From an optimization exercise on the open Yosys and OpenROAD flow, aimed at small area; shortcuts taken in it are not production practice.
In this exercise RTL edits were held to simulation tests only and were not proved equivalent to the original.
No activity file was given, so power comes from the tool's default toggle rates.

==> design.v <==
module adder_32b (a, b, ci, y, co, p, g);
  input  [31:0] a, b;
  input  ci;
  output [31:0] y;
  output co;
  output [31:0] p, g;
  assign p = a ^ b;
  wire [31:0] g0 = {a[31:1] & b[31:1], (a[0] & b[0]) | (p[0] & ci)};
  assign g = g0;
  wire [31:0] G [0:5];
  wire [31:0] P [0:5];
  assign G[0] = g0;
  assign P[0] = p;
  genvar l, i;
  generate
    for (l = 1; l <= 5; l = l + 1) begin : up
      for (i = 0; i < 32; i = i + 1) begin : n
        if (((i + 1) % (1 << l)) == 0) begin : c
          assign G[l][i] = G[l-1][i] | (P[l-1][i] & G[l-1][i - (1 << (l-1))]);
          assign P[l][i] = P[l-1][i] & P[l-1][i - (1 << (l-1))];
        end else begin : t
          assign G[l][i] = G[l-1][i];
          assign P[l][i] = P[l-1][i];
        end
      end
    end
  endgenerate
  wire [31:0] C;
  generate
    for (i = 0; i < 32; i = i + 1) begin : d
      if (((i + 1) & i) == 0) begin : full
        assign C[i] = G[5][i];
      end else begin : part
        localparam integer J = (i + 1) & ~i;
        localparam integer L = (J == 1) ? 0 : (J == 2) ? 1 : (J == 4) ? 2 : (J == 8) ? 3 : 4;
        assign C[i] = G[L][i] | (P[L][i] & C[i - J]);
      end
    end
  endgenerate
  assign y = p ^ {C[30:0], ci};
  assign co = C[31];
endmodule
module alu (a, b, sub, logic_op, do_or, do_slt, y_n, sum, eq);
  input  [31:0] a, b;
  input  sub, logic_op, do_or, do_slt;
  output [31:0] y_n, sum;    
  output eq;
  wire [31:0] bx = b ^ {32{sub}};
  wire [31:0] p, g;
  wire co;
  adder_32b ADD (.a(a), .b(bx), .ci(sub), .y(sum), .co(co), .p(p), .g(g));
  assign eq = &p;
  wire c_or  = logic_op & do_or;
  wire c_sum = ~logic_op & ~do_slt;
  wire t0_n;
  genvar i;
  generate
    for (i = 1; i < 32; i = i + 1) begin : r
      aoi3 R (logic_op, g[i], c_or, p[i], c_sum, sum[i], y_n[i]);
    end
  endgenerate
  aoi3 R0 (logic_op, g[0], c_or, p[0], c_sum, sum[0], t0_n);
  assign y_n[0] = t0_n & ~(do_slt & ~co);
endmodule
module aoi3 (a0, b0, a1, b1, a2, b2, y);
  input a0, b0, a1, b1, a2, b2;
  output y;
  assign y = ~((a0 & b0) | (a1 & b1) | (a2 & b2));
endmodule
module nand11 (x, y);
  input [10:0] x;
  output y;
  assign y = ~&x;
endmodule
module rd_bit (d, s, y);
  input  [30:0] d, s;
  output y;
  wire [10:0] t;
  genvar k;
  generate
    for (k = 0; k < 10; k = k + 1) begin : a
      aoi3 A (d[3*k], s[3*k], d[3*k+1], s[3*k+1], d[3*k+2], s[3*k+2], t[k]);
    end
  endgenerate
  assign t[10] = ~(d[30] & s[30]);
  nand11 N (t, y);
endmodule
module reg_file (clk, rst, we, wr_reg, wr_data, rd_reg1, rd_reg2, rd_data1, rd_data2);
  input clk, rst, we;
  input [4:0] wr_reg, rd_reg1, rd_reg2;
  input [31:0] wr_data;
  output [31:0] rd_data1, rd_data2;
  reg  [31:0] rf [1:31];
  wire [30:0] s1, s2;
  wire [30:0] col [0:31];
  genvar i, j;
  generate
    for (i = 1; i < 32; i = i + 1) begin : g
      wire wen = rst | (we & (wr_reg == i));
      always @(posedge clk)
        if (wen) rf[i] <= wr_data;
      assign s1[i-1] = (rd_reg1 == i);
      assign s2[i-1] = (rd_reg2 == i);
      for (j = 0; j < 32; j = j + 1) begin : c
        assign col[j][i-1] = rf[i][j];
      end
    end
    for (j = 0; j < 32; j = j + 1) begin : b
      rd_bit P1 (.d(col[j]), .s(s1), .y(rd_data1[j]));
      rd_bit P2 (.d(col[j]), .s(s2), .y(rd_data2[j]));
    end
  endgenerate
endmodule
module shl2 (pc, imm, pc4, btgt);
  input  [31:0] pc;
  input  [15:0] imm;
  output [31:0] pc4, btgt;
  wire [15:0] lo = pc[17:2];
  wire [13:0] hi = pc[31:18];
  wire [13:0] hi_inc = hi + 14'd1;
  wire [13:0] hi_dec = hi - 14'd1;
  wire [15:0] lo_inc = lo + 16'd1;
  wire lo_all = &lo;
  assign pc4 = {lo_all ? hi_inc : hi, lo_inc, pc[1:0]};
  wire [16:0] c;
  wire [15:0] blo;
  assign c[0] = 1'b1;
  genvar i;
  generate
    for (i = 0; i < 16; i = i + 1) begin : r
      assign blo[i] = lo[i] ^ imm[i] ^ c[i];
      assign c[i+1] = (lo[i] & imm[i]) | (lo[i] & c[i]) | (imm[i] & c[i]);
    end
  endgenerate
  wire s = imm[15];
  wire [13:0] bhi = (s == c[16]) ? hi : (c[16] ? hi_inc : hi_dec);
  assign btgt = {bhi, blo, pc[1:0]};
endmodule
module mips_single_cycle (rst, clk, inst_adr, inst, data_adr, data_in, data_out, mem_read, mem_write);
  input rst, clk;
  output [31:0] inst_adr;
  input  [31:0] inst;
  output [31:0] data_adr;
  input  [31:0] data_in;
  output [31:0] data_out;
  output mem_read, mem_write;
  wire [5:0] op = inst[31:26];
  wire [5:0] fn = inst[5:0];
  wire [4:0] rs = inst[25:21];
  wire [4:0] rt = inst[20:16];
  wire [4:0] rd = inst[15:11];
  wire [31:0] se = {{16{inst[15]}}, inst[15:0]};
  wire is_r    = (op == 6'b000000);
  wire is_lw   = (op == 6'b100011);
  wire is_sw   = (op == 6'b101011);
  wire is_beq  = (op == 6'b000100);
  wire is_addi = (op == 6'b001001);
  wire is_slti = (op == 6'b001010);
  wire is_j    = (op == 6'b000010);
  wire is_jal  = (op == 6'b000011);
  wire is_jr   = (op == 6'b000110);
  wire f_add = (fn == 6'b100000);
  wire f_sub = (fn == 6'b100011);
  wire f_or  = (fn == 6'b100101);
  wire f_slt = (fn == 6'b101010);
  wire do_sub   = is_beq | is_slti | (is_r & (f_sub | f_slt));
  wire do_slt   = is_slti | (is_r & f_slt);
  wire logic_op = is_r & ~(f_add | f_sub | f_slt);
  wire do_or    = f_or;
  wire alu_src  = ~(is_r | is_beq);
  reg  [31:0] pc;
  wire [31:0] a, b_reg;
  wire [31:0] alu_y_n, sum;
  wire eq;
  alu ALU (.a(a), .b(alu_src ? se : b_reg), .sub(do_sub), .logic_op(logic_op),
           .do_or(do_or), .do_slt(do_slt), .y_n(alu_y_n), .sum(sum), .eq(eq));
  wire [31:0] pc4, btgt;
  shl2 NPC (.pc(pc), .imm(inst[15:0]), .pc4(pc4), .btgt(btgt));
  always @(posedge clk)
    if (rst) pc <= 32'd0;
    else if (is_j) pc <= {pc4[31:28], inst[25:0], 2'b00};
    else if (is_jal | is_jr) pc <= se;
    else if (is_beq & eq) pc <= btgt;
    else pc <= pc4;
  wire reg_write = is_r | is_lw | is_addi | is_slti | is_jal;
  wire [4:0] wr_reg = is_jal ? 5'd31 : is_r ? rd : rt;
  wire [31:0] wr_data = rst ? 32'd0 : is_jal ? pc4 : is_lw ? data_in : ~alu_y_n;
  reg_file RF (.clk(clk), .rst(rst), .we(reg_write), .wr_reg(wr_reg), .wr_data(wr_data),
               .rd_reg1(rs), .rd_reg2(rt), .rd_data1(a), .rd_data2(b_reg));
  assign inst_adr  = pc;
  assign data_adr  = sum;
  assign data_out  = b_reg;
  assign mem_read  = is_lw;
  assign mem_write = is_sw;
endmodule
==> flow/run.sh <==
#!/bin/bash
set -euo pipefail
export BUFFER_PORTS_ARGS="-buffer_cell sky130_fd_sc_hd__buf_2"
export CTS_ARGS="-sink_clustering_enable -repair_clock_nets -dont_use_dummy_load"
export FASTROUTE_TCL="$(pwd)/flow/fastroute.tcl"
bash standard.sh > standard.log 2>&1
==> flow/fastroute.tcl <==
# Global routing layers: reserve more of met1/met2 for pin access so that
# the global router moves long wires up to met3/met4.
set_global_routing_layer_adjustment met1 0.6
set_global_routing_layer_adjustment met2 0.4
set_global_routing_layer_adjustment met3 0.2
set_global_routing_layer_adjustment met4 0.2
set_global_routing_layer_adjustment met5 0.2
set_routing_layers -clock met3-met5
set_routing_layers -signal met1-met5
==> standard.sh <==
#!/bin/bash
# synth_recipe.tcl (not shown) runs the flow's synth.tcl, then flattens the netlist and writes it again
# the make line also repeats each setting of config.mk as NAME=value (left out here)
make -C /OpenROAD-flow-scripts/flow DESIGN_CONFIG=/design/flow/config.mk WORK_HOME=/design/flow/orfs CLKGATE_MAP_FILE= SYNTH_SCRIPT=/design/flow/synth_recipe.tcl "${@:-finish}"
==> config.mk <==
export PLATFORM = sky130hd
export DESIGN_NAME = mips_single_cycle
export DESIGN_NICKNAME = mips_single_cycle
export VERILOG_FILES = /design/flow/design.v
export SDC_FILE = /design/flow/constraint.sdc
export NUM_CORES = 4
export LEC_CHECK = 0
export CAP_MARGIN = 20
export CELL_PAD_IN_SITES_DETAIL_PLACEMENT = 1
export CORE_MARGIN = 2
export CORE_UTILIZATION = 45
export PLACE_DENSITY = 0.5
export SETUP_SLACK_MARGIN = 0.0
export SLEW_MARGIN = 20
export SYNTH_HIERARCHICAL = 1
==> constraint.sdc <==
create_clock -name core_clock -period 10.0 [get_ports {clk}]
set_input_delay 2.0000 -clock core_clock [delete_from_list [all_inputs] [get_ports {clk}]]
set_output_delay 2.0000 -clock core_clock [all_outputs]
set_load 0.01 [all_outputs]
==> flow_summary.json, run 1 <==
{
  "status": "complete, no violations",
  "crit_type": "input port to output pin",
  "hold_class": "register to register",
  "yosys_warnings": 11,
  "fin_crit_ns": 9.72,
  "synth-seq-cells": 1024,
  "tns_ns": 0,
  "cp.arrival_ns": 7.72,
  "vias": 34863,
  "hold_viol": 0,
  "yosysMostFrequentCell": "edfxtp_1",
  "final_max_slew_viol_count": 0,
  "worstSetupEndpointType": "output pin",
  "cts_buffers": 108,
  "initial_core_util_pct": 45.3,
  "crit_family": "compound AO/OA/AOI/OAI gates",
  "synth-seq-area-share_pct": 67.1,
  "post_cts_buffers": 0,
  "setup_violations": 0,
  "drt-total-wl_mm": 198,
  "slowest_stage": "o31ai_1",
  "worstSkewPairLatency_ns": 0.74,
  "cp-start-kind": "input port",
  "period_share_pct": 97.2,
  "fillers": 9397,
  "synth.cell_area_sq_um": 45300,
  "die_w_microns": 321,
  "wl_met2_mm": 81.5,
  "synth_commonest_cells": "992 x edfxtp_1, 672 x a222oi_1, 146 x nand4_1, 134 x nand2_1, 105 x nor2_1",
  "wl_met3_mm": 36.7,
  "path_clk_slew_ns": 0.05,
  "grt_pass1_vias": 39600,
  "worstPathCellList": "buf_2 > nand2b_1 > nor3_2 > buf_4 > a222oi_1 > nand4_1 > or3_1 > mux2_2 > xor2_1 > ha_1 > o211ai_2 > o21ai_2 > o2111ai_4 > o31ai_1 > buf_4 > fa_1 > xor2_1 > buf_2",
  "p_clk_share_pct": 27.6,
  "cellPowerDensity_nw_per_um2": 237,
  "tightest_slew_ns": 1.20,
  "hpwl_mm": 128,
  "die_area_sq_um": 103000,
  "first_pass_iters": 10,
  "netSwitchingPower_uw": 3780,
  "ios": 164,
  "seq_power_share_pct": 53.1,
  "setup_ws_ns": 0.284,
  "highest_layer": "met5",
  "p_comb_share_pct": 19.3,
  "drive_gt1_share_pct": 18.8,
  "rows": 116,
  "yosysTopAreaCell": "edfxtp_1",
  "cts_hold_buffers": 0,
  "grtUsageTotal_pct": 51.2,
  "synth_area_leaders": "edfxtp_1 66%, a222oi_1 15%, nand4_1 2.0%",
  "grt_overflow": 0,
  "crit_fanout": 32,
  "die_y_microns": 321,
  "synth_async_sr_flop_share_pct": 0,
  "clockBufferDepth": 3,
  "ys_types": 80,
  "drt.antenna.violating_nets": 0,
  "ctsHtreeMaxLevel": 3,
  "grt_pass1_wl_mm": 280,
  "coreArea_sq_um": 100000,
  "fmax_mhz": 103,
  "p_leak_uw": 0.0183,
  "intPower_uw": 8700,
  "finClkSkew_ns": 0.0843,
  "numPortBuffers": 163,
  "drt-vias-per-instance": 7.60,
  "postSynthCellCount": 2913,
  "worstPathRequired_ns": 8.00,
  "cts_tree": "yes",
  "synthFlopType": "edfxtp_1",
  "cts_num_sinks": 1024,
  "ctsResizeCount": 0,
  "final_cell_area_sq_um": 52700,
  "critPathBufInv": 4,
  "routedWlPerCell_microns": 43.3,
  "nNetsFinal": 3417,
  "grt_max_degree": 49,
  "swShare_pct": 30.3,
  "synth_nets": 3047,
  "vdd_ir_drop_max_mv": 0.146,
  "place_congestion": 1.06,
  "maxCapViolCount": 0,
  "first_iter_violations": 4169,
  "slowest_delay_ns": 0.70,
  "drc": 0,
  "yosysTopAreaCellShare_pct": 65.7,
  "syn_to_final_growth_pct": 16.3,
  "cts-root-buf": "clkbuf_16",
  "pre_cts_ws_ns": -0.00995,
  "postPlaceCellArea_sq_um": 49900,
  "synth_edf_count": 992,
  "rsz0062_at_grt": "false",
  "avgSynthCellArea_sq_um": 15.6,
  "antenna_found_initial": 15,
  "max_slew_margin_pct": 20.3,
  "m1WireLength_mm": 60.7
}
==> worst reg2reg max path, stage by stage (launching register included) <==
cell     delay (ns)
dfxtp_1        0.39
inv_1          0.16
ha_1           0.16
inv_1          0.05
fa_1           0.40
fa_1           0.41
fa_1           0.40
fa_1           0.40
fa_1           0.39
fa_1           0.41
fa_1           0.40
fa_1           0.42
fa_1           0.40
fa_1           0.39
fa_1           0.40
fa_1           0.42
fa_1           0.41
fa_1           0.39
fa_1           0.50
or4b_4         0.57
nor4b_1        0.28
a31oi_1        0.09
xnor2_1        0.15
mux2i_1        0.15
o22ai_1        0.09
==> cells in the final DEF, fill, tap and decap left out, types with 18 or more instances in the layout <==
| cell | synthesis | final |
|---|---|---|
| a21o_1 | 33 | 21 |
| a21oi_1 | 20 | 18 |
| a222oi_1 | 672 | 672 |
| a311oi_4 | 0 | 32 |
| buf_2 | 19 | 162 |
| buf_4 | 6 | 165 |
| clkbuf_16 | 0 | 108 |
| dfxtp_1 | 32 | 32 |
| edfxtp_1 | 992 | 992 |
| fa_1 | 32 | 32 |
| ha_1 | 36 | 36 |
| inv_1 | 44 | 44 |
| mux2i_1 | 34 | 34 |
| nand2_1 | 134 | 134 |
| nand2b_1 | 44 | 44 |
| nand3_1 | 85 | 84 |
| nand4_1 | 146 | 146 |
| nor2_1 | 105 | 52 |
| nor2_4 | 0 | 49 |
| o211ai_1 | 18 | 18 |
| o21ai_0 | 25 | 25 |
| o22ai_1 | 29 | 29 |
| or3_1 | 70 | 70 |
| xnor2_1 | 38 | 37 |
| xor2_1 | 53 | 53 |
==> metal layers <==
metal / vias up / GRT usage, %
li1: 14138 / -
met1: 16989 / 71.5
met2: 2906 / 69.3
met3: 818 / 34.6
met4: 12 / 36.8
met5: - / 3.31
==> final cells by class <==
class	instances	area, sq um	share of cell area (%)
inverter	45	169	0.320
clock buffer	108	2700	5.13
tap	1298	1620	3.08
timing repair buffer	331	2140	4.07
sequential	1024	30400	57.7
multi-input combinational	1773	15600	29.7
antenna	7	17.5	0.0332
==> flip-flops by register name (all words and copies together), names as in the netlist <==
| register | count |
|---|---|
| RF.rf | 992 |
| pc | 32 |
==> final timing paths <==
path,start,end,slack (ns),depth (start not counted)
max,inst[20],data_adr[17],0.28,18
min,pc[1],pc[1],0.58,2
max reg2reg,pc[2],pc[24],1.66,24
min reg2reg,pc[1],pc[1],0.58,2
==> modules after synthesis (local to each module, per instance) <==
module	flip-flops and latches	copies in the design	cell area, sq um	cells inside
shl2	0	1	1370	171
aoi3	0	672	10.0	1
reg_file	992	1	30600	1136
mips_single_cycle	32	1	3060	409
alu	0	1	395	51
rd_bit	0	64	3.75	1
nand11	0	64	23.8	4
adder_32b	0	1	1410	154
==> power groups by stage <==
stage,combinational (uW),sequential (uW),clock (uW)
final,2410,6620,3440
after global routing,2550,6740,3610
after CTS,2350,6610,3470
after detailed placement,2340,6690,0
after global placement,2280,6590,0
after floorplan,1090,6560,0
==> through the flow <==
stage	power, uW	hold WS, ns	cells	util (%)
2_1_floorplan	7650	0.666	2913	-
3_3_place_gp	8870	0.558	4468	49.9
3_5_place_dp	9040	0.571	4468	49.9
4_1_cts	12400	0.580	4576	52.6
5_1_grt	12900	0.621	4583	52.7
6_report	12500	0.581	4586	52.7
==> cells by family (layout without fill, tap and decap cells) <==
logic type,after synthesis,count (layout),share of synthesized area (%)
muxes,50,50,1.15
and+or+nand+nor,668,668,7.95
buffers and inverters,116,484,1.15
DFF,1024,1024,67.1
xor gates and xnor gates,91,91,1.76
other,0,7,0
adders and majority gates,68,68,2.41
AOI/OAI and AO/OA,896,896,18.5
==> run 2, diff against run 1 <==
==> flow/run.sh (replaced) <==
#!/bin/bash
set -euo pipefail
export BUFFER_PORTS_ARGS="-buffer_cell sky130_fd_sc_hd__buf_2"
export CTS_ARGS="-sink_clustering_enable -repair_clock_nets -dont_use_dummy_load -buf_list {sky130_fd_sc_hd__clkbuf_16} -sink_clustering_size 18 -sink_clustering_max_diameter 60"
export FASTROUTE_TCL="$(pwd)/flow/fastroute.tcl"
bash standard.sh > standard.log 2>&1
==> run 2 against run 1 <==
Effect of this change:
- highest routed layer unchanged
- clock skew is 0.0033 ns higher
- count of clock-buffer cells in the layout down 10
- critical path type unchanged
- worst setup slack worse by 0.079 ns
- combinational power about the same
- largest cell class unchanged
==> flow_summary.json, run 2 <==
{
  "cp-start-kind": "input port",
  "yosys_warnings": 11,
  "synth_nets": 3047,
  "ys_types": 80,
  "drt.antenna.violating_nets": 0,
  "die_w_microns": 321,
  "synth_async_sr_flop_share_pct": 0,
  "grt_max_degree": 49,
  "postSynthCellCount": 2913,
  "drt-total-wl_mm": 198,
  "crit_type": "input port to output pin",
  "syn_to_final_growth_pct": 15.7,
  "numPortBuffers": 163,
  "setup_violations": 0,
  "synthFlopType": "edfxtp_1",
  "cellPowerDensity_nw_per_um2": 233,
  "cts_tree": "yes",
  "intPower_uw": 8530,
  "initial_core_util_pct": 45.3,
  "seq_power_share_pct": 54.1,
  "ios": 164,
  "synth_commonest_cells": "992 x edfxtp_1, 672 x a222oi_1, 146 x nand4_1, 134 x nand2_1, 105 x nor2_1",
  "drc": 0,
  "p_leak_uw": 0.0181,
  "hpwl_mm": 128,
  "worstPathRequired_ns": 8.00,
  "clockBufferDepth": 3,
  "die_y_microns": 321,
  "fin_crit_ns": 9.79,
  "fillers": 9433,
  "p_comb_share_pct": 19.7,
  "hold_class": "register to register",
  "regArea_sq_um": 30400,
  "path_clk_slew_ns": 0.03,
  "maxCapViolCount": 0,
  "tns_ns": 0,
  "swShare_pct": 30.3,
  "final_common_cell": "edfxtp_1",
  "hold_viol": 0,
  "period_share_pct": 97.9,
  "yosysTopAreaCell": "edfxtp_1",
  "max_slew_margin_pct": 20.9,
  "fin_cells": 4575,
  "cts-root-buf": "clkbuf_16",
  "synth_edf_count": 992,
  "whs_ns": 0.577,
  "largest_registers": "RF.rf x992, pc x32",
  "nNetsFinal": 3406,
  "vdd_ir_drop_max_mv": 0.159,
  "cts_buffers": 98,
  "grt_pass1_vias": 39349,
  "synth_area_leaders": "edfxtp_1 66%, a222oi_1 15%, nand4_1 2.0%",
  "final_cell_area_sq_um": 52400,
  "yosysTopAreaCellShare_pct": 65.7,
  "p_clk_share_pct": 26.2,
  "drt-vias-per-instance": 7.65,
  "status": "complete, no violations",
  "synth-seq-area-share_pct": 67.1,
  "cts_hold_buffers": 0,
  "yosysMostFrequentCell": "edfxtp_1",
  "coreArea_sq_um": 100000,
  "rows": 116,
  "placed_cells": 4468,
  "grt_pass1_wl_mm": 280,
  "ctsHtreeMaxLevel": 3,
  "cts_num_sinks": 1024,
  "place_congestion": 1.06,
  "fmax_mhz": 102,
  "first_iter_violations": 4337,
  "finClkSkew_ns": 0.0875,
  "routedWlPerCell_microns": 43.2,
  "totalPowerFinal_uw": 12200,
  "vias": 34987,
  "crit_fanout": 12,
  "grtUsageTotal_pct": 51.0,
  "cp.arrival_ns": 7.79,
  "netSwitchingPower_uw": 3710,
  "postPlaceCellArea_sq_um": 49900,
  "worstSkewPairLatency_ns": 0.72,
  "multi_input_area_sq_um": 15600,
  "grt_overflow": 0,
  "first_pass_iters": 10,
  "synth-seq-cells": 1024,
  "tightest_slew_ns": 1.19,
  "worstSetupEndpointType": "output pin",
  "rsz0062_at_grt": "false",
  "drive_gt1_share_pct": 18.5,
  "final_max_slew_viol_count": 0,
  "avgSynthCellArea_sq_um": 15.6,
  "antenna_found_initial": 16,
  "die_area_sq_um": 103000,
  "synth.cell_area_sq_um": 45300,
  "largest_register_ffs": 992,
  "top_register": "RF.rf",
  "final_cell_mix": "992 x edfxtp_1, 672 x a222oi_1, 165 x buf_4"
}
## run 2: layout make-up
cell class                 count  share of cell area [%]
antenna                        7                  0.0334
multi-input combinational   1773                    29.8
clock buffer                  98                    4.68
timing repair buffer         330                    4.04
inverter                      45                   0.322
sequential                  1024                    58.0
tap                         1298                    3.10
## run 2: worst max-delay path, stage by stage
cell and delay, ns:
buf_2 0.19, nand2b_2 0.34, nor3_2 0.92, buf_4 0.39
a222oi_1 0.11, nand4_1 0.41, or3_1 0.50, mux2_2 0.26
xor2_1 0.12, ha_1 0.23, a21oi_1 0.25, o21ai_0 0.16
a21oi_1 0.29, o22ai_4 0.19, a21boi_1 0.24, inv_1 0.08
fa_1 0.38, xor2_1 0.46, buf_2 0.24
## run 2: logic make-up (layout without fill, tap and decap cells)
kind of cell / count (synthesis) / after routing / synth area share, %
compound gates: 896 / 896 / 18.5
xor+xnor: 91 / 91 / 1.76
fa+ha+maj: 68 / 68 / 2.41
buf+inv: 116 / 473 / 1.15
flops: 1024 / 1024 / 67.1
mux: 50 / 50 / 1.15
other cells: 0 / 7 / 0
simple gates: 668 / 668 / 7.95
## run 2: metrics by stage
step / util (%) / worst slack (ns)
global route: 52.4 / 0.0866
CTS: 52.4 / 0.458
finish: 52.4 / 0.206
detailed placement: 49.9 / -0.00995
global placement: 49.9 / -0.0537
floorplan: - / 0.606
## run 2: power groups by stage
stage               combinational (uW)  clock (uW)  sequential [uW]
finish                            2410        3210             6620
global route                      2550        3370             6740
CTS                               2350        3250             6610
detailed placement                2340           0             6690
global placement                  2280           0             6590
floorplan                         1090           0             6560
## run 2: what timing repair did
action | in CTS | in global routing
endpoints found under the setup margin | 0 | 1
resized for setup | 0 | 1
buffers inserted | 0 | 0
## run 2: path summary, 6_finish.rpt
kind	start	endpoint	slack, ns	cells after the start
min	pc[1]	pc[1]	0.58	2
max reg2reg	pc[2]	pc[24]	1.56	24
min reg2reg	pc[1]	pc[1]	0.58	2
max	inst[17]	data_adr[25]	0.21	19
## run 2: modules after synthesis, one instance, submodules excluded
module             cells inside  area, sq um
shl2                        171         1370
aoi3                          1         10.0
reg_file                   1136        30600
mips_single_cycle           409         3060
alu                          51          395
nand11                        4         23.8
rd_bit                        1         3.75
adder_32b                   154         1410
## run 2: layer usage
| layer | share of wire [%] | up-vias | GRT usage (%) |
|---|---|---|---|
| met2 | 41 | 2920 | 69.7 |
| met1 | 31 | 17084 | 71.2 |
| met5 | 0.10 | - | 3.07 |
| li1 | - | 14129 | - |
| met4 | 9.9 | 10 | 35.4 |
| met3 | 18 | 844 | 34.7 |
==> run 3, diff against run 2 <==
==> flow/run.sh (replaced) <==
#!/bin/bash
set -euo pipefail
export BUFFER_PORTS_ARGS="-buffer_cell sky130_fd_sc_hd__buf_2"
export CTS_ARGS="-sink_clustering_enable -repair_clock_nets -dont_use_dummy_load -buf_list {sky130_fd_sc_hd__clkbuf_16} -sink_clustering_size 24 -sink_clustering_max_diameter 100"
export FASTROUTE_TCL="$(pwd)/flow/fastroute.tcl"
bash standard.sh > standard.log 2>&1
--- a/config.mk
+++ b/config.mk
@@ -7,3 +7,3 @@
 export LEC_CHECK = 0
-export CAP_MARGIN = 20
+export CAP_MARGIN = 5
 export CELL_PAD_IN_SITES_DETAIL_PLACEMENT = 1
@@ -13,3 +13,3 @@
 export SETUP_SLACK_MARGIN = 0.0
-export SLEW_MARGIN = 20
+export SLEW_MARGIN = 5
 export SYNTH_HIERARCHICAL = 1
==> run 3 against run 2 <==
Effect of this change:
- core utilization is 1.2 points lower
- combinational power barely moved
- hold slack better by 0.0014 ns
- wire length fell by 0.68%
- highest routed layer unchanged
- largest cell class unchanged
- sequential power barely moved
- global-route usage down 0.48 points
- first-iteration DRC count fell by 6.2%
- via count down 1.6%
- critical path depth rose by 2
- clock skew is 0.00080 ns lower
==> flow_summary.json, run 3 <==
{
  "synth_commonest_cells": "992 x edfxtp_1, 672 x a222oi_1, 146 x nand4_1, 134 x nand2_1, 105 x nor2_1",
  "hpwl_mm": 128,
  "final_max_slew_viol_count": 0,
  "synthMuxAreaShare_pct": 1.15,
  "slowest_stage": "fa_1",
  "grt_overflow": 0,
  "max_slew_margin_pct": 12.1,
  "slowest_delay_ns": 0.50,
  "drt.antenna.violating_nets": 0,
  "largest_register_ffs": 992,
  "ff2ff_setup_slack_ns": 1.58,
  "fmax_mhz": 103,
  "grt_max_degree": 49,
  "syn_to_final_growth_pct": 12.9,
  "routedWlPerCell_microns": 43.4,
  "p_leak_uw": 0.0175,
  "maxCapViolCount": 0,
  "worstPathRequired_ns": 8.00,
  "hold_class": "register to register",
  "placed_cells": 4468,
  "vias": 34411,
  "cts_buffers": 51,
  "period_share_pct": 97.4,
  "rsz0062_at_grt": "false",
  "drt-vias-per-instance": 7.60,
  "drc": 0,
  "coreArea_sq_um": 100000,
  "largest_registers": "RF.rf x992, pc x32",
  "hold_viol": 0,
  "synth-xor-area-share_pct": 1.76,
  "place_congestion": 1.06,
  "fin_crit_ns": 9.74,
  "crit_type": "input port to output pin",
  "synthSimpleGateAreaFrac_pct": 7.95,
  "vdd_ir_drop_max_mv": 0.165,
  "synth_async_sr_flop_share_pct": 0,
  "top_register": "RF.rf",
  "postSynthCellCount": 2913,
  "tightest_slew_ns": 1.32,
  "synth_top_family_by_area": "compound AO/OA/AOI/OAI gates",
  "cp.arrival_ns": 7.74,
  "cellPowerDensity_nw_per_um2": 220,
  "ios": 164,
  "post_cts_buffers": 0,
  "die_y_microns": 321,
  "cts_num_sinks": 1024,
  "cts-root-buf": "clkbuf_16",
  "avgSynthCellArea_sq_um": 15.6,
  "finClkSkew_ns": 0.0867,
  "drive_gt1_share_pct": 17.2,
  "status": "complete, no violations",
  "cts_tree": "yes",
  "final_common_cell": "edfxtp_1",
  "die_w_microns": 321,
  "fin_cells": 4525,
  "synth-seq-cells": 1024,
  "worstPathCellList": "buf_2 > nand2b_1 > nor2_4 > a222oi_1 > nand4_1 > or3_1 > mux2_2 > xor2_1 > inv_1 > fa_1 > inv_1 > fa_1 > a211oi_2 > o21ai_2 > o2111ai_4 > o22ai_4 > a21boi_1 > inv_1 > fa_1 > xor2_1 > buf_2",
  "grt_pass1_vias": 38611,
  "whs_ns": 0.579,
  "synth-seq-area-share_pct": 67.1,
  "synthAdderAreaFrac_pct": 2.41,
  "worstSetupEndpointType": "output pin",
  "ctsHtreeMaxLevel": 2,
  "grt_pass1_wl_mm": 277,
  "path_clk_slew_ns": 0.05,
  "final_cell_mix": "992 x edfxtp_1, 672 x a222oi_1, 165 x buf_4",
  "setup_violations": 0,
  "yosys_warnings": 11,
  "synth_area_leaders": "edfxtp_1 66%, a222oi_1 15%, nand4_1 2.0%",
  "crit_family": "compound AO/OA/AOI/OAI gates",
  "clockBufferDepth": 3,
  "yosysMostFrequentCell": "edfxtp_1",
  "cp-start-kind": "input port",
  "die_area_sq_um": 103000,
  "synthFlopType": "edfxtp_1",
  "grtUsageTotal_pct": 50.6,
  "ys_types": 80,
  "numPortBuffers": 163,
  "synth_edf_count": 992,
  "rows": 116,
  "worstSkewPairLatency_ns": 0.71,
  "drt-total-wl_mm": 196,
  "synth.cell_area_sq_um": 45300,
  "antenna_found_initial": 10,
  "critPathBufInv": 5,
  "synth_compound_area_share_pct": 18.5,
  "synth_nets": 3047,
  "first_iter_violations": 4066,
  "initial_core_util_pct": 45.3,
  "first_pass_iters": 11,
  "yosysTopAreaCell": "edfxtp_1",
  "crit_fanout": 17,
  "nNetsFinal": 3357,
  "yosysTopAreaCellShare_pct": 65.7
}
-- run 3: cell count changes in the layout (fill, tap and decap cells not counted), sizes merged --
cell,before,now
clkbuf,98,51
diode,7,6
buf,330,328
-- run 3: kinds of logic (layout without fill, tap and decap cells) --
| logic type | after synthesis | in the layout |
|---|---|---|
| simple gates | 668 | 668 |
| mux | 50 | 50 |
| flops | 1024 | 1024 |
| other cells | 0 | 6 |
| xor+xnor | 91 | 91 |
| compound gates | 896 | 896 |
| fa+ha+maj | 68 | 68 |
| buf+inv | 116 | 424 |
-- run 3: layer usage --
layer / up-vias / track usage (%) / wire length (microns)
met5: - / 0.898 / 13
met2: 2826 / 70.0 / 81100
li1: 14017 / - / -
met4: 2 / 33.7 / 18700
met3: 768 / 34.6 / 35900
met1: 16798 / 70.6 / 60700
-- run 3: area by class of cell --
cell class	instances	area (sq um)
timing repair buffer	328	2070
antenna	6	15.0
multi-input combinational	1773	15600
sequential	1024	30400
inverter	45	169
clock buffer	51	1280
tap	1298	1620
fill	9509	48800
-- run 3: worst register-to-register path, delay by kind of cell, from the launching register on --
| kind | cells | cell delay [ns] |
|---|---|---|
| flip-flops | 1 | 0.40 |
| adder cells (fa/ha/maj) | 16 | 6.30 |
| AND/OR/NAND/NOR | 2 | 0.88 |
| AO/OA/AOI/OAI | 2 | 0.19 |
| multiplexers | 1 | 0.14 |
| buffers and inverters | 2 | 0.22 |
| XOR/XNOR | 1 | 0.15 |
-- run 3: path summary, 6_finish.rpt --
check / start / end / cells past startpoint
worst max-delay path: inst[17] / data_adr[25] / 21
worst min-delay path: pc[1] / pc[1] / 2
worst max register to register: pc[2] / pc[24] / 24
worst min register to register: pc[1] / pc[1] / 2
-- run 3: through the flow --
stage | setup TNS (ns) | setup slack, ns | utilization (%) | area (sq um) | power [uW]
finish | 0 | 0.258 | 51.2 | 51200 | 11300
global placement | -0.0686 | -0.0537 | 49.9 | 49900 | 8870
detailed placement | -0.0377 | -0.0320 | 49.9 | 49900 | 9040
CTS | 0 | 0.452 | 51.2 | 51200 | 11200
global route | 0 | 0.0266 | 51.2 | 51200 | 11700
floorplan | 0 | 0.606 | - | 45300 | 7650
-- run 3: per-module statistics from Yosys, one instance, submodules excluded --
| module | cells | area [sq um] | times used |
|---|---|---|---|
| reg_file | 1136 | 30600 | 1 |
| rd_bit | 1 | 3.75 | 64 |
| alu | 51 | 395 | 1 |
| adder_32b | 154 | 1410 | 1 |
| shl2 | 171 | 1370 | 1 |
| aoi3 | 1 | 10.0 | 672 |
| nand11 | 4 | 23.8 | 64 |
| mips_single_cycle | 409 | 3060 | 1 |
-- run 3: repair_timing --
action	in CTS	in global routing
hold buffers	0	0
setup endpoints to repair	0	1
gates resized for setup	0	3
-- run 3: report_power, final --
group / internal, uW / switching [uW] / leakage (uW) / total [uW]
clock network: 908 / 1340 / 0.000629 / 2250
registers: 6110 / 498 / 0.0104 / 6610
logic: 699 / 1700 / 0.00654 / 2400
==> run 4, diff against run 3 <==
--- a/design.v
+++ b/design.v
@@ -186,3 +186,10 @@
   wire [4:0] wr_reg = is_jal ? 5'd31 : is_r ? rd : rt;
-  wire [31:0] wr_data = rst ? 32'd0 : is_jal ? pc4 : is_lw ? data_in : ~alu_y_n;
+  wire [31:0] wr_data_n = rst ? 32'hffffffff : is_jal ? ~pc4 : is_lw ? ~data_in : alu_y_n;
+  wire [31:0] wr_data;
+  genvar k;
+  generate
+    for (k = 0; k < 32; k = k + 1) begin : wd
+      inv_cell I (.a(wr_data_n[k]), .y(wr_data[k]));
+    end
+  endgenerate
   reg_file RF (.clk(clk), .rst(rst), .we(reg_write), .wr_reg(wr_reg), .wr_data(wr_data),
@@ -195 +202,6 @@
 endmodule
+module inv_cell (a, y);
+  input a;
+  output y;
+  assign y = ~a;
+endmodule
==> run 4 against run 3 <==
Effect of this change:
- critical endpoint is now data_adr[31]
- largest cell class unchanged
- clock power about the same
- flip-flop and latch count unchanged
- first-iteration DRC count increased by 8.6%
- combinational power about the same
- register-to-register slack got worse by 0.37 ns
- count of clock-buffer cells in the layout increased by 1
- die area increased by 0.56%
- final area decreased by 0.65%
- still clean on timing, DRC and antenna
==> flow_summary.json, run 4 <==
{
  "final_cell_area_sq_um": 50900,
  "r2r_end": "pc[23]",
  "setup_violations": 0,
  "synth_commonest_cells": "992 x edfxtp_1, 672 x a222oi_1, 148 x nand4_1, 120 x nor2_1, 97 x nand2_1",
  "crit_family": "compound AO/OA/AOI/OAI gates",
  "postPlaceCellArea_sq_um": 49600,
  "drive_gt1_share_pct": 15.6,
  "hold_class": "register to register",
  "hpwl_mm": 128,
  "die_w_microns": 322,
  "synth_compound_area_share_pct": 19.2,
  "crit_top_cell": "a21oi_1",
  "cp.arrival_ns": 7.64,
  "routedWlPerCell_microns": 43.1,
  "reg2reg_from": "pc[2]",
  "synth_top_family_by_area": "compound AO/OA/AOI/OAI gates",
  "ff2ff_path_depth": 26,
  "worstSetupEndpointType": "output pin",
  "drt-vias-per-instance": 7.56,
  "nNetsFinal": 3383,
  "slowest_stage": "or3_1",
  "top_register": "RF.rf",
  "slowest_delay_ns": 0.56,
  "finClkSkew_ns": 0.0625,
  "synthFlopType": "edfxtp_1",
  "antenna_found_initial": 10,
  "p_leak_uw": 0.0179,
  "numPortBuffers": 163,
  "fmax_mhz": 104,
  "fillers": 9638,
  "yosys_warnings": 11,
  "postSynthCellCount": 2963,
  "crit_fanout": 19,
  "fin_crit_ns": 9.64,
  "hold_viol": 0,
  "totalPowerFinal_uw": 11300,
  "place_congestion": 1.07,
  "drt.antenna.violating_nets": 0,
  "vdd_ir_drop_max_mv": 0.163,
  "cts_num_sinks": 1024,
  "intPower_uw": 7680,
  "cts-root-buf": "clkbuf_16",
  "vias": 34821,
  "crit_start": "inst[19]",
  "swShare_pct": 32.2,
  "largest_register_ffs": 992,
  "ys_types": 87,
  "grtUsageTotal_pct": 50.8,
  "grt_pass1_wl_mm": 280,
  "avgSynthCellArea_sq_um": 15.4,
  "final_core_util_pct": 50.7,
  "cellPowerDensity_nw_per_um2": 222,
  "critPathBufInv": 4,
  "cp-start-kind": "input port",
  "grt_overflow": 0,
  "path_clk_slew_ns": 0.05,
  "coreArea_sq_um": 100000,
  "die_area_sq_um": 104000,
  "yosysTopAreaCellShare_pct": 65.3,
  "cp.depth": 20,
  "tightest_slew_ns": 1.28,
  "synth.cell_area_sq_um": 45600,
  "period_share_pct": 96.4,
  "clockBufferDepth": 3,
  "max_slew_margin_pct": 14.3,
  "synthSimpleGateAreaFrac_pct": 7.48,
  "synth-xor-area-share_pct": 1.75,
  "final_max_slew_viol_count": 0,
  "synth-seq-cells": 1024,
  "rows": 116,
  "final_common_cell": "edfxtp_1",
  "crit_end": "data_adr[31]",
  "die_y_microns": 322,
  "synth_nets": 3097,
  "cts_tree": "yes",
  "final_cell_mix": "992 x edfxtp_1, 672 x a222oi_1, 163 x buf_2",
  "synthMuxAreaShare_pct": 0.895,
  "syn_to_final_growth_pct": 11.6,
  "ff2ff_setup_slack_ns": 1.21,
  "synth_async_sr_flop_share_pct": 0,
  "status": "complete, no violations",
  "cts_hold_buffers": 0,
  "whs_ns": 0.581,
  "ctsHtreeMaxLevel": 2,
  "p_comb_share_pct": 21.3,
  "crit_type": "input port to output pin",
  "initial_core_util_pct": 45.5,
  "ios": 164,
  "yosysTopAreaCell": "edfxtp_1",
  "netSwitchingPower_uw": 3640,
  "first_pass_iters": 13,
  "synthAdderAreaFrac_pct": 2.39,
  "yosysMostFrequentCell": "edfxtp_1",
  "seq_power_share_pct": 58.5,
  "grt_pass1_vias": 38781,
  "worstSkewPairLatency_ns": 0.70,
  "synth_area_leaders": "edfxtp_1 65%, a222oi_1 15%, nand4_1 2.0%",
  "synth_edf_count": 992,
  "maxCapViolCount": 0,
  "worstPathRequired_ns": 8.00,
  "grt_max_degree": 78,
  "synth-seq-area-share_pct": 66.7,
  "rsz0062_at_grt": "false",
  "cts_buffers": 52,
  "first_iter_violations": 4417,
  "worstPathCellList": "buf_2 > nand2b_1 > buf_4 > nor2_4 > buf_4 > a222oi_1 > nand4_1 > or3_1 > mux2_2 > xor2_1 > ha_1 > a21oi_1 > o21ai_0 > a21oi_1 > o22ai_4 > a21oi_2 > a21oi_1 > fa_1 > xor2_1 > buf_2",
  "largest_registers": "RF.rf x992, pc x32",
  "drt-total-wl_mm": 199,
  "p_clk_share_pct": 20.1,
  "drc": 0
}
[run 4: cell types whose count changed in the layout (fill, tap and decap cells not counted), sizes merged, moves of 33 or more]
| cell | delta |
|---|---|
| a311oi | -33 |
| a21oi | +44 |
| nand2 | -37 |
| nand2b | -34 |
| a211o | +33 |
[run 4: area by class of cell]
type                    count  area, sq um  area share [%]
flip-flops and latches   1024        30400            59.8
multi-input cells        1782        15100            29.8
repair buffers            311         1990            3.91
well taps                1357         1700            3.34
clock buffers              52         1300            2.56
inverters                  78          293           0.576
diodes                      3         7.51          0.0148
[run 4: modules after synthesis (local to each module, per instance)]
module / times used / cells
aoi3: 672 / 1
alu: 1 / 51
adder_32b: 1 / 154
rd_bit: 64 / 1
nand11: 64 / 4
inv_cell: 32 / 1
reg_file: 1 / 1136
mips_single_cycle: 1 / 427
shl2: 1 / 171
[run 4: power groups by stage]
stage	sequential (uW)	combinational, uW	clock [uW]
after floorplan	6530	1150	0
after global placement	6610	2280	0
after detailed placement	6710	2340	0
after CTS	6610	2350	2310
after global routing	6740	2560	2430
final	6620	2410	2280
[run 4: worst min path at each step]
stage          startpoint     to  depth (start not counted)
6_report            pc[1]  pc[1]                          2
5_1_grt             pc[0]  pc[0]                          2
4_1_cts             pc[1]  pc[1]                          2
3_5_place_dp        pc[1]  pc[1]                          2
3_3_place_gp        pc[1]  pc[1]                          2
2_1_floorplan       pc[2]  pc[2]                          3
[run 4: kinds of logic after synthesis]
logic type / after synthesis
xor+xnor: 91
simple gates: 621
fa+ha+maj: 68
mux: 39
buf+inv: 157
flops: 1024
compound gates: 963
[run 4: routing by layer]
layer / global-route usage, % / wire length (microns) / vias to the layer above
li1: - / - / 14132
met1: 70.9 / 61000 / 17064
met2: 71.8 / 83900 / 2884
met3: 33.7 / 35000 / 721
met4: 32.4 / 17800 / 20
met5: 6.39 / 989 / -
[run 4: repair_timing]
action / in CTS / in global routing
resized for setup: 0 / 1
setup endpoints to repair: 0 / 2
setup buffers: 0 / 0
[run 4: worst min-delay path: stages, from the launching register on]
cell,delay [ns]
dfxtp_1,0.33
mux2i_1,0.13
a21oi_1,0.07
[run 4: per-stage QoR]
step | setup WS [ns] | cells | setup TNS [ns]
floorplan | 0.482 | 2963 | 0
global placement | -0.0978 | 4552 | -0.190
detailed placement | -0.131 | 4552 | -0.375
CTS | 0.368 | 4604 | 0
global route | 0.0193 | 4606 | 0
finish | 0.364 | 4607 | 0
==> run 5, diff against run 4 <==
==> flow/run.sh (replaced) <==
#!/bin/bash
set -euo pipefail
export BUFFER_PORTS_ARGS="-buffer_cell sky130_fd_sc_hd__buf_1"
export CTS_ARGS="-sink_clustering_enable -repair_clock_nets -dont_use_dummy_load -buf_list {sky130_fd_sc_hd__clkbuf_16} -sink_clustering_size 24 -sink_clustering_max_diameter 100"
export FASTROUTE_TCL="$(pwd)/flow/fastroute.tcl"
bash standard.sh > standard.log 2>&1
==> run 5 against run 4 <==
Effect of this change:
- still clean
- largest power group unchanged
- critical path depth is the same
- wire length rose by 0.34%
- critical endpoint unchanged
- clock power hardly changed
- highest routed layer unchanged
- non-clock buffer count grew 3
- clock skew rose by 0.042 ns
==> flow_summary.json, run 5 <==
{
  "status": "complete, no violations",
  "maxCapViolCount": 0,
  "routedWlPerCell_microns": 43.2,
  "drt.antenna.violating_nets": 0,
  "synth-xor-area-share_pct": 1.75,
  "path_clk_slew_ns": 0.04,
  "die_w_microns": 322,
  "grtUsageTotal_pct": 51.0,
  "ff2ff_setup_slack_ns": 1.37,
  "setup_violations": 0,
  "grt_overflow": 0,
  "fin_cells": 4613,
  "pre_cts_ws_ns": -0.135,
  "postPlaceCellArea_sq_um": 49400,
  "rows": 116,
  "crit_family": "simple AND/OR/NAND/NOR gates",
  "critPathBufInv": 4,
  "cts_tree": "yes",
  "grt_pass1_vias": 38723,
  "yosysTopAreaCell": "edfxtp_1",
  "drt-total-wl_mm": 199,
  "fillers": 9608,
  "synthSimpleGateAreaFrac_pct": 7.48,
  "postSynthCellCount": 2963,
  "highest_layer": "met5",
  "wl_met3_mm": 37.0,
  "avgSynthCellArea_sq_um": 15.4,
  "tightest_slew_ns": 1.29,
  "synth_top_family_by_area": "compound AO/OA/AOI/OAI gates",
  "grt_max_degree": 78,
  "ios": 164,
  "ys_types": 87,
  "numPortBuffers": 163,
  "syn_to_final_growth_pct": 11.4,
  "period_share_pct": 97.9,
  "setup_ws_ns": 0.214,
  "cp.arrival_ns": 7.79,
  "die_area_sq_um": 104000,
  "cellPowerDensity_nw_per_um2": 222,
  "clockBufferDepth": 3,
  "first_iter_violations": 4500,
  "largest_register_ffs": 992,
  "synth-seq-cells": 1024,
  "whs_ns": 0.600,
  "synthFlopType": "edfxtp_1",
  "antenna_found_initial": 13,
  "initial_core_util_pct": 45.5,
  "slowest_stage": "nor3_2",
  "crit_type": "input port to output pin",
  "worstSetupEndpointType": "output pin",
  "cts_buffers": 52,
  "crit_fanout": 23,
  "grt_pass1_wl_mm": 280,
  "nNetsFinal": 3386,
  "p_leak_uw": 0.0174,
  "yosys_warnings": 11,
  "die_y_microns": 322,
  "synth.cell_area_sq_um": 45600,
  "crit_top_cell": "a21oi_1",
  "final_max_slew_viol_count": 0,
  "place_congestion": 1.00,
  "drt-vias-per-instance": 7.53,
  "max_slew_margin_pct": 14.0,
  "synthMuxAreaShare_pct": 0.895,
  "final_cell_area_sq_um": 50800,
  "cts_hold_buffers": 0,
  "yosysMostFrequentCell": "edfxtp_1",
  "first_pass_iters": 10,
  "worstPathCellList": "buf_1 > nand2_1 > nor3_2 > buf_4 > buf_4 > a222oi_1 > nand4_1 > or3_1 > a21o_1 > xor2_1 > ha_1 > a21oi_1 > o21ai_0 > a21oi_1 > o22ai_4 > a21oi_2 > a21oi_1 > fa_1 > xor2_2 > buf_1",
  "ctsHtreeMaxLevel": 2,
  "drc": 0,
  "hold_class": "register to register",
  "synth_area_leaders": "edfxtp_1 65%, a222oi_1 15%, nand4_1 2.0%",
  "cts_num_sinks": 1024,
  "synth-seq-area-share_pct": 66.7,
  "placed_cells": 4555,
  "drive_gt1_share_pct": 10.8,
  "worstSkewPairLatency_ns": 0.73,
  "fin_crit_ns": 9.79,
  "rsz0062_at_grt": "false",
  "cp-start-kind": "input port",
  "synth_async_sr_flop_share_pct": 0,
  "yosysTopAreaCellShare_pct": 65.3,
  "final_common_cell": "edfxtp_1",
  "final_cell_mix": "992 x edfxtp_1, 672 x a222oi_1, 160 x buf_1",
  "cts-root-buf": "clkbuf_16",
  "vias": 34722,
  "synth_nets": 3097,
  "synth_commonest_cells": "992 x edfxtp_1, 672 x a222oi_1, 148 x nand4_1, 120 x nor2_1, 97 x nand2_1",
  "worstPathRequired_ns": 8.00,
  "vdd_ir_drop_max_mv": 0.145,
  "slowest_delay_ns": 0.60,
  "totalPowerFinal_uw": 11300,
  "top_register": "RF.rf",
  "wl_met2_mm": 82.6,
  "synth_edf_count": 992,
  "fmax_mhz": 102,
  "synth_compound_area_share_pct": 19.2,
  "hpwl_mm": 129,
  "coreArea_sq_um": 100000,
  "synthAdderAreaFrac_pct": 2.39,
  "largest_registers": "RF.rf x992, pc x32",
  "m1WireLength_mm": 60.7,
  "hold_viol": 0,
  "finClkSkew_ns": 0.105
}
run 5: area by class of cell:
cell class / instances / area, sq um / share of cell area, %
clock buffers: 52 / 1300 / 2.56
repair buffers: 314 / 1900 / 3.75
well taps: 1357 / 1700 / 3.34
diodes: 6 / 15.0 / 0.0296
flip-flops and latches: 1024 / 30400 / 59.9
inverters: 78 / 293 / 0.577
multi-input cells: 1782 / 15100 / 29.8
run 5: kinds of logic (layout without fill, tap and decap cells):
family                     count (synthesis)  count (layout)
AOI/OAI and AO/OA                        963             963
xor gates and xnor gates                  91              91
adders and majority gates                 68              68
buffers and inverters                    157             444
DFF                                     1024            1024
muxes                                     39              39
other                                      0               6
and+or+nand+nor                          621             621
run 5: timing repair:
item                       4_1_cts  5_1_grt
buffers inserted                 0        0
setup endpoints to repair        0        2
resized for setup                0        3
run 5: final timing paths:
kind	startpoint	cells after the start	to
worst max register to register	pc[2]	25	pc[31]
worst min register to register	pc[1]	2	pc[1]
worst min-delay path	pc[1]	2	pc[1]
worst max-delay path	inst[19]	20	data_adr[31]
run 5: worst min-delay path, stage by stage, from the launching register on:
cell,delay [ns]
dfxtp_1,0.33
mux2i_1,0.13
a21oi_1,0.08
run 5: per-module statistics from Yosys, one instance, submodules excluded, a selection:
module             times used  area, sq um  flops+latches
alu                         1          395              0
inv_cell                   32         3.75              0
shl2                        1         1370              0
reg_file                    1        30600            992
adder_32b                   1         1410              0
mips_single_cycle           1         3200             32
aoi3                      672         10.0              0
run 5: per-stage QoR:
stage                     utilization (%)  TNS (ns)
after global placement               49.3   -0.0304
after global routing                 50.6         0
after detailed placement             49.3    -0.239
final                                50.6         0
after floorplan                         -         0
after CTS                            50.6         0
run 5: where the power goes:
part / leakage, uW / switching [uW] / internal, uW
combinational: 0.00636 / 1790 / 590
clock: 0.000641 / 1330 / 924
sequential: 0.0104 / 501 / 6130
run 5: per-layer routing:
| metal | up-vias | GRT usage, % |
|---|---|---|
| met3 | 750 | 34.3 |
| met4 | 14 | 33.7 |
| met2 | 2979 | 71.0 |
| li1 | 14134 | - |
| met5 | - | 1.90 |
| met1 | 16845 | 71.4 |
==> run 6, diff against run 5 <==
==> flow/run.sh (replaced) <==
#!/bin/bash
set -euo pipefail
export BUFFER_PORTS_ARGS="-buffer_cell sky130_fd_sc_hd__buf_1"
export CTS_ARGS="-sink_clustering_enable -repair_clock_nets -dont_use_dummy_load -buf_list {sky130_fd_sc_hd__clkbuf_16} -sink_clustering_size 24 -sink_clustering_max_diameter 100 -root_buf sky130_fd_sc_hd__clkbuf_8 -tree_buf sky130_fd_sc_hd__clkbuf_8"
export FASTROUTE_TCL="$(pwd)/flow/fastroute.tcl"
bash standard.sh > standard.log 2>&1
==> run 6 against run 5 <==
Effect of this change:
- cell count about the same
- die area unchanged
- first-iteration DRC count down 1.6%
- register-to-register slack worse by 0.04 ns
- global-route usage up 0.064 points
- non-clock buffer count unchanged
- sequential power about the same
- combinational power about the same
- largest cell class unchanged
==> flow_summary.json, run 6 <==
{
  "status": "complete, no violations",
  "synthFlopType": "edfxtp_1",
  "crit_start": "inst[18]",
  "coreArea_sq_um": 100000,
  "rows": 116,
  "cp.arrival_ns": 7.71,
  "synth_top_family_by_area": "compound AO/OA/AOI/OAI gates",
  "ctsResizeCount": 0,
  "cts-root-buf": "clkbuf_8",
  "largest_registers": "RF.rf x992, pc x32",
  "worstSkewPairLatency_ns": 0.92,
  "tightest_slew_ns": 1.27,
  "hold_start": "pc[1]",
  "hold_viol": 0,
  "hold_class": "register to register",
  "vdd_ir_drop_max_mv": 0.145,
  "worstPathCellList": "buf_1 > nand2_1 > nor3_2 > buf_4 > buf_4 > a222oi_1 > nand4_1 > or3_1 > a21o_1 > xor2_1 > ha_1 > a21oi_1 > o21ai_0 > a21oi_1 > o22ai_4 > a21oi_2 > a21oi_1 > fa_1 > xor2_2 > buf_1",
  "drt.antenna.violating_nets": 0,
  "crit_top_cell": "a21oi_1",
  "rsz0062_at_grt": "false",
  "cts_num_sinks": 1024,
  "fmax_mhz": 103,
  "synth-seq-cells": 1024,
  "post_cts_buffers": 0,
  "final_max_slew_viol_count": 0,
  "cts_tree": "yes",
  "crit_family": "simple AND/OR/NAND/NOR gates",
  "setup_violations": 0,
  "path_clk_slew_ns": 0.04,
  "critPathBufInv": 4,
  "final_common_cell": "edfxtp_1",
  "seq_power_share_pct": 59.2,
  "first_iter_violations": 4427,
  "ys_types": 87,
  "numPortBuffers": 163,
  "maxCapViolCount": 0,
  "synth.cell_area_sq_um": 45600,
  "synth_async_sr_flop_share_pct": 0,
  "swShare_pct": 32.3,
  "yosysTopAreaCell": "edfxtp_1",
  "synthSimpleGateAreaFrac_pct": 7.48,
  "drt-total-wl_mm": 199,
  "netSwitchingPower_uw": 3610,
  "yosysTopAreaCellShare_pct": 65.3,
  "postPlaceCellArea_sq_um": 49400,
  "crit_type": "input port to output pin",
  "vias": 34827,
  "grt_pass1_wl_mm": 281,
  "cts_hold_buffers": 0,
  "final_cell_mix": "992 x edfxtp_1, 672 x a222oi_1, 160 x buf_1",
  "ios": 164,
  "max_slew_margin_pct": 15.1,
  "die_y_microns": 322,
  "synth_compound_area_share_pct": 19.2,
  "p_comb_share_pct": 21.2,
  "synthAdderAreaFrac_pct": 2.39,
  "period_share_pct": 97.1,
  "die_w_microns": 322,
  "ctsHtreeMaxLevel": 2,
  "slowest_delay_ns": 0.54,
  "p_clk_share_pct": 19.6,
  "cp-start-kind": "input port",
  "first_pass_iters": 9,
  "synthMuxAreaShare_pct": 0.895,
  "nNetsFinal": 3386,
  "synth_nets": 3097,
  "top_register": "RF.rf",
  "yosysMostFrequentCell": "edfxtp_1",
  "totalPowerFinal_uw": 11200,
  "pre_cts_ws_ns": -0.135,
  "avgSynthCellArea_sq_um": 15.4,
  "synth-seq-area-share_pct": 66.7,
  "finClkSkew_ns": 0.163,
  "hpwl_mm": 129,
  "antenna_found_initial": 15,
  "clockBufferDepth": 3,
  "die_area_sq_um": 104000,
  "reg2reg_from": "pc[2]",
  "grtUsageTotal_pct": 51.0,
  "grt_pass1_vias": 38702,
  "worstPathRequired_ns": 8.00,
  "drive_gt1_share_pct": 10.8,
  "grt_max_degree": 78,
  "postSynthCellCount": 2963,
  "synth_edf_count": 992,
  "whs_ns": 0.601,
  "drc": 0,
  "cts_buffers": 52,
  "largest_register_ffs": 992,
  "synth_area_leaders": "edfxtp_1 65%, a222oi_1 15%, nand4_1 2.0%",
  "synth-xor-area-share_pct": 1.75,
  "grt_overflow": 0,
  "setup_ws_ns": 0.288,
  "cellPowerDensity_nw_per_um2": 221,
  "syn_to_final_growth_pct": 11.3,
  "slowest_stage": "nor3_2",
  "initial_core_util_pct": 45.5,
  "fin_crit_ns": 9.71,
  "yosys_warnings": 11,
  "crit_fanout": 23,
  "routedWlPerCell_microns": 43.2,
  "final_cell_area_sq_um": 50700,
  "worstSetupEndpointType": "output pin",
  "place_congestion": 1.00,
  "p_leak_uw": 0.0174,
  "synth_commonest_cells": "992 x edfxtp_1, 672 x a222oi_1, 148 x nand4_1, 120 x nor2_1, 97 x nand2_1",
  "drt-vias-per-instance": 7.54,
  "intPower_uw": 7580
}
## run 6: cell types whose count changed in the layout (fill, tap and decap cells not counted), sizes merged
cell,change
diode,+4
## run 6: power groups by stage
stage	Combinational [uW]	Sequential (uW)	Clock [uW]
finish	2380	6630	2190
global route	2520	6740	2340
CTS	2310	6610	2230
detailed placement	2300	6710	0
global placement	2230	6610	0
floorplan	1150	6530	0
## run 6: final timing paths
check | slack (ns) | end | cells after the start
min | 0.60 | pc[1] | 2
max reg2reg | 1.33 | pc[31] | 25
min reg2reg | 0.60 | pc[1] | 2
max | 0.29 | data_adr[31] | 20
## run 6: per-module statistics from Yosys (local to each module, per instance)
| module | cell area (sq um) | cells | flops+latches |
|---|---|---|---|
| mips_single_cycle | 3200 | 427 | 32 |
| nand11 | 23.8 | 4 | 0 |
| shl2 | 1370 | 171 | 0 |
| inv_cell | 3.75 | 1 | 0 |
| alu | 395 | 51 | 0 |
| reg_file | 30600 | 1136 | 992 |
| adder_32b | 1410 | 154 | 0 |
| aoi3 | 10.0 | 1 | 0 |
| rd_bit | 3.75 | 1 | 0 |
## run 6: cell type report
type                            instances  area [sq um]
Fill cell                            9610         49600
Timing Repair Buffer                  314          1900
Clock buffer                           52          1240
Multi-Input combinational cell       1782         15100
Sequential cell                      1024         30400
Tap cell                             1357          1700
Antenna cell                           10          25.0
Inverter                               78           293
## run 6: routing by layer
metal / part of all wire [%] / vias up / wire (microns) / track usage, %
li1: - / 14137 / - / -
met1: 30 / 16996 / 60700 / 71.7
met2: 41 / 2921 / 82200 / 70.7
met3: 19 / 755 / 36900 / 34.2
met4: 9.6 / 18 / 19100 / 33.9
met5: 0.22 / - / 439 / 3.56
## run 6: logic make-up (layout without fill, tap and decap cells)
kind of cell    after synthesis  after routing
buf+inv                     157            444
other cells                   0             10
mux                          39             39
flops                      1024           1024
compound gates              963            963
simple gates                621            621
fa+ha+maj                    68             68
xor+xnor                     91             91
## run 6: worst reg2reg max path, delay by kind of cell, from the launching register on
family	cells	cell delay (ns)
buffers and inverters	2	0.24
DFF	1	0.40
xor gates and xnor gates	1	0.17
AOI/OAI and AO/OA	3	0.52
adders and majority gates	16	6.25
and+or+nand+nor	3	0.92
## run 6: per-stage QoR
stage               instances  utilization (%)  setup TNS, ns
floorplan                2963                -              0
global placement         4555             49.3        -0.0304
detailed placement       4555             49.3         -0.239
CTS                      4607             50.5              0
global route             4612             50.6              0
finish                   4617             50.6              0
==> run 7, diff against run 6 <==
==> flow/run.sh (replaced) <==
#!/bin/bash
set -euo pipefail
export BUFFER_PORTS_ARGS="-buffer_cell sky130_fd_sc_hd__buf_1"
export CTS_ARGS="-sink_clustering_enable -repair_clock_nets -dont_use_dummy_load -buf_list {sky130_fd_sc_hd__clkbuf_16} -sink_clustering_size 28 -sink_clustering_max_diameter 100 -root_buf sky130_fd_sc_hd__clkbuf_8 -tree_buf sky130_fd_sc_hd__clkbuf_8"
export FASTROUTE_TCL="$(pwd)/flow/fastroute.tcl"
bash standard.sh > standard.log 2>&1
==> run 7 against run 6 <==
Effect of this change:
- combinational power barely moved
- register-to-register slack is essentially flat
- largest power group unchanged
- via count about the same
- first-iteration DRC count shrank 0.72%
- sequential share of layout area is 0.16 points higher
- maximum frequency is 0.75% lower
- total power is 0.98% lower
- clock skew down 0.053 ns
- critical endpoint unchanged
- core utilization shrank 0.13 points
- critical path type unchanged
- flip-flop and latch count unchanged
==> flow_summary.json, run 7 <==
{
  "top_register": "RF.rf",
  "drive_gt1_share_pct": 10.7,
  "ctsResizeCount": 0,
  "ys_types": 87,
  "vdd_ir_drop_max_mv": 0.200,
  "drt-vias-per-instance": 7.55,
  "routedWlPerCell_microns": 43.1,
  "rsz0062_at_grt": "false",
  "largest_registers": "RF.rf x992, pc x32",
  "worstPathRequired_ns": 8.00,
  "synthFlopType": "edfxtp_1",
  "nNetsFinal": 3381,
  "drt-total-wl_mm": 199,
  "yosys_warnings": 11,
  "min_to": "pc[1]",
  "coreArea_sq_um": 100000,
  "p_leak_uw": 0.0173,
  "first_pass_iters": 11,
  "ff2ff_path_depth": 25,
  "yosysMostFrequentCell": "edfxtp_1",
  "synth_nets": 3097,
  "cts_hold_buffers": 0,
  "final_max_slew_viol_count": 0,
  "post_cts_buffers": 0,
  "status": "complete, no violations",
  "worstPathCellList": "buf_1 > nand2_1 > nor3_2 > buf_4 > buf_4 > a222oi_1 > nand4_1 > or3_1 > a21o_1 > xor2_1 > ha_1 > a21oi_1 > o21ai_0 > a21oi_1 > o22ai_4 > a21oi_2 > a21oi_1 > fa_1 > xor2_2 > buf_1",
  "syn_to_final_growth_pct": 11.0,
  "worstSetupEndpointType": "output pin",
  "place_congestion": 1.00,
  "max_slew_margin_pct": 14.2,
  "grt_pass1_vias": 38630,
  "crit_type": "input port to output pin",
  "final_core_util_pct": 50.4,
  "cts_buffers": 47,
  "fin_crit_ns": 9.79,
  "clockBufferDepth": 3,
  "first_iter_violations": 4395,
  "ctsHtreeMaxLevel": 2,
  "reg2reg_from": "pc[2]",
  "hold_start": "pc[1]",
  "yosysTopAreaCell": "edfxtp_1",
  "avgSynthCellArea_sq_um": 15.4,
  "synth.cell_area_sq_um": 45600,
  "cts_num_sinks": 1024,
  "largest_register_ffs": 992,
  "fillers": 9611,
  "cp.arrival_ns": 7.79,
  "die_y_microns": 322,
  "grtUsageTotal_pct": 50.8,
  "synth-seq-cells": 1024,
  "period_share_pct": 97.9,
  "initial_core_util_pct": 45.5,
  "synth_commonest_cells": "992 x edfxtp_1, 672 x a222oi_1, 148 x nand4_1, 120 x nor2_1, 97 x nand2_1",
  "synth_async_sr_flop_share_pct": 0,
  "drc": 0,
  "critPathBufInv": 4,
  "setup_violations": 0,
  "hpwl_mm": 129,
  "final_common_cell": "edfxtp_1",
  "worstSkewPairLatency_ns": 0.86,
  "slowest_delay_ns": 0.60,
  "r2r_end": "pc[31]",
  "cp-start-kind": "input port",
  "crit_fanout": 23,
  "drt.antenna.violating_nets": 0,
  "cts-root-buf": "clkbuf_8",
  "synth_edf_count": 992,
  "crit_top_cell": "a21oi_1",
  "synth-seq-area-share_pct": 66.7,
  "maxCapViolCount": 0,
  "fmax_mhz": 102,
  "cellPowerDensity_nw_per_um2": 219,
  "tightest_slew_ns": 1.29,
  "finClkSkew_ns": 0.110,
  "grt_pass1_wl_mm": 279,
  "antenna_found_initial": 14,
  "min_path_cells": 2,
  "whs_ns": 0.600,
  "tns_ns": 0,
  "ios": 164,
  "ff2ff_setup_slack_ns": 1.34,
  "final_cell_mix": "992 x edfxtp_1, 672 x a222oi_1, 160 x buf_1",
  "numPortBuffers": 163,
  "vias": 34804,
  "postSynthCellCount": 2963,
  "grt_overflow": 0,
  "hold_viol": 0,
  "die_area_sq_um": 104000,
  "synth_area_leaders": "edfxtp_1 65%, a222oi_1 15%, nand4_1 2.0%",
  "rows": 116,
  "cts_tree": "yes",
  "path_clk_slew_ns": 0.04,
  "slowest_stage": "nor3_2",
  "yosysTopAreaCellShare_pct": 65.3,
  "crit_family": "simple AND/OR/NAND/NOR gates",
  "die_w_microns": 322,
  "grt_max_degree": 78,
  "hold_class": "register to register"
}
[run 7: cells by family (layout without fill, tap and decap cells)]
group | after synthesis | in the layout | share of synthesized area, %
flip-flops | 1024 | 1024 | 66.7
AO/OA/AOI/OAI | 963 | 963 | 19.2
AND/OR/NAND/NOR | 621 | 621 | 7.48
buffers and inverters | 157 | 439 | 1.50
XOR/XNOR | 91 | 91 | 1.75
adder cells (fa/ha/maj) | 68 | 68 | 2.39
multiplexers | 39 | 39 | 0.895
other | 0 | 7 | 0
[run 7: layout make-up]
class / count / area, sq um / area share (%)
Antenna cell: 7 / 17.5 / 0.0346
Clock buffer: 47 / 1120 / 2.21
Inverter: 78 / 293 / 0.579
Multi-Input combinational cell: 1782 / 15100 / 29.9
Sequential cell: 1024 / 30400 / 60.1
Tap cell: 1357 / 1700 / 3.36
Timing Repair Buffer: 314 / 1900 / 3.76
[run 7: tightest hold or removal path, stage by stage, from the launching register on]
cell and delay [ns]:
dfxtp_1 0.33, mux2i_1 0.13, a21oi_1 0.08
[run 7: report_power, final]
| part | leakage [uW] | internal, uW | total (uW) | switching, uW |
|---|---|---|---|---|
| clock network | 0.000554 | 787 | 2090 | 1300 |
| logic | 0.00636 | 589 | 2370 | 1780 |
| registers | 0.0104 | 6120 | 6620 | 500 |
[run 7: stage by stage]
| stage | worst slack (ns) | instance area, sq um | power, uW | cells |
|---|---|---|---|---|
| final | 0.215 | 50600 | 11100 | 4609 |
| after global routing | 0.0103 | 50600 | 11500 | 4606 |
| after CTS | 0.332 | 50600 | 11000 | 4602 |
| after detailed placement | -0.135 | 49400 | 9010 | 4555 |
| after global placement | -0.0304 | 49400 | 8840 | 4555 |
| after floorplan | 0.482 | 45600 | 7680 | 2963 |
[run 7: per-layer routing]
metal / GRT usage (%) / vias to the layer above / wire length (microns)
met5: 2.13 / - / 242
met4: 34.3 / 12 / 19200
met3: 33.5 / 730 / 36600
met2: 70.4 / 2937 / 81700
met1: 71.9 / 17005 / 61000
li1: - / 14120 / -
[run 7: worst max path at each step]
stage | start | to | slack (ns) | cells after the start
2_1_floorplan | inst[0] | pc[31] | 0.48 | 26
3_3_place_gp | inst[0] | pc[31] | -0.03 | 26
3_5_place_dp | inst[0] | pc[31] | -0.13 | 26
4_1_cts | inst[16] | data_adr[31] | 0.33 | 22
5_1_grt | inst[17] | data_adr[31] | 0.01 | 19
6_report | inst[18] | data_adr[31] | 0.21 | 20
[run 7: Yosys stat by module (local to each module, per instance), excerpt]
| module | area [sq um] | times used |
|---|---|---|
| nand11 | 23.8 | 64 |
| rd_bit | 3.75 | 64 |
| adder_32b | 1410 | 1 |
| shl2 | 1370 | 1 |
| alu | 395 | 1 |
| inv_cell | 3.75 | 32 |

port drivers added, routing unchanged:
Ports are ideal in the flow. The routed layouts listed here were re-timed in OpenROAD. Step 1 sets driving cells, clkbuf_16 on the clock port and buf_2 on the other inputs (assumed; they add their load-dependent delay and slew). Step 2 times the ports against the registers' clock, not the clock port: input delays grow and output delays shrink by t, the midpoint of the rising clock arrivals with the driver on. Three values: ideal ports, drivers, drivers and shift; two values: the first two.
run	shift t [ns]	setup WS [ns]	worst hold slack (ns)	worst register clock-pin slew, ns	worst data-port slew with drivers (ns)
run 1	0.763	0.284 / 0.256 / 0.006	0.581 / 0.581 / 0.581	0.06 / 0.06	0.06
run 2	0.749	0.206 / 0.185 / -0.066	0.577 / 0.577 / 0.577	0.08 / 0.08	0.07
run 3	0.742	0.258 / 0.236 / -0.054	0.579 / 0.579 / 0.579	0.10 / 0.10	0.07
run 4	0.738	0.364 / 0.340 / -0.196	0.581 / 0.581 / 0.581	0.11 / 0.11	0.07
run 5	0.752	0.214 / 0.187 / -0.167	0.600 / 0.600 / 0.600	0.10 / 0.10	0.06
run 6	0.915	0.288 / 0.259 / -0.206	0.601 / 0.601 / 0.601	0.10 / 0.10	0.06
run 7	0.876	0.215 / 0.186 / -0.184	0.600 / 0.600 / 0.600	0.11 / 0.11	0.06
With both steps, setup timing fails in 6 of these runs, where it was met with ideal ports. The setup slack of run 4, which loses most, moves by -0.024 ns with the drivers and by -0.560 ns with both steps.
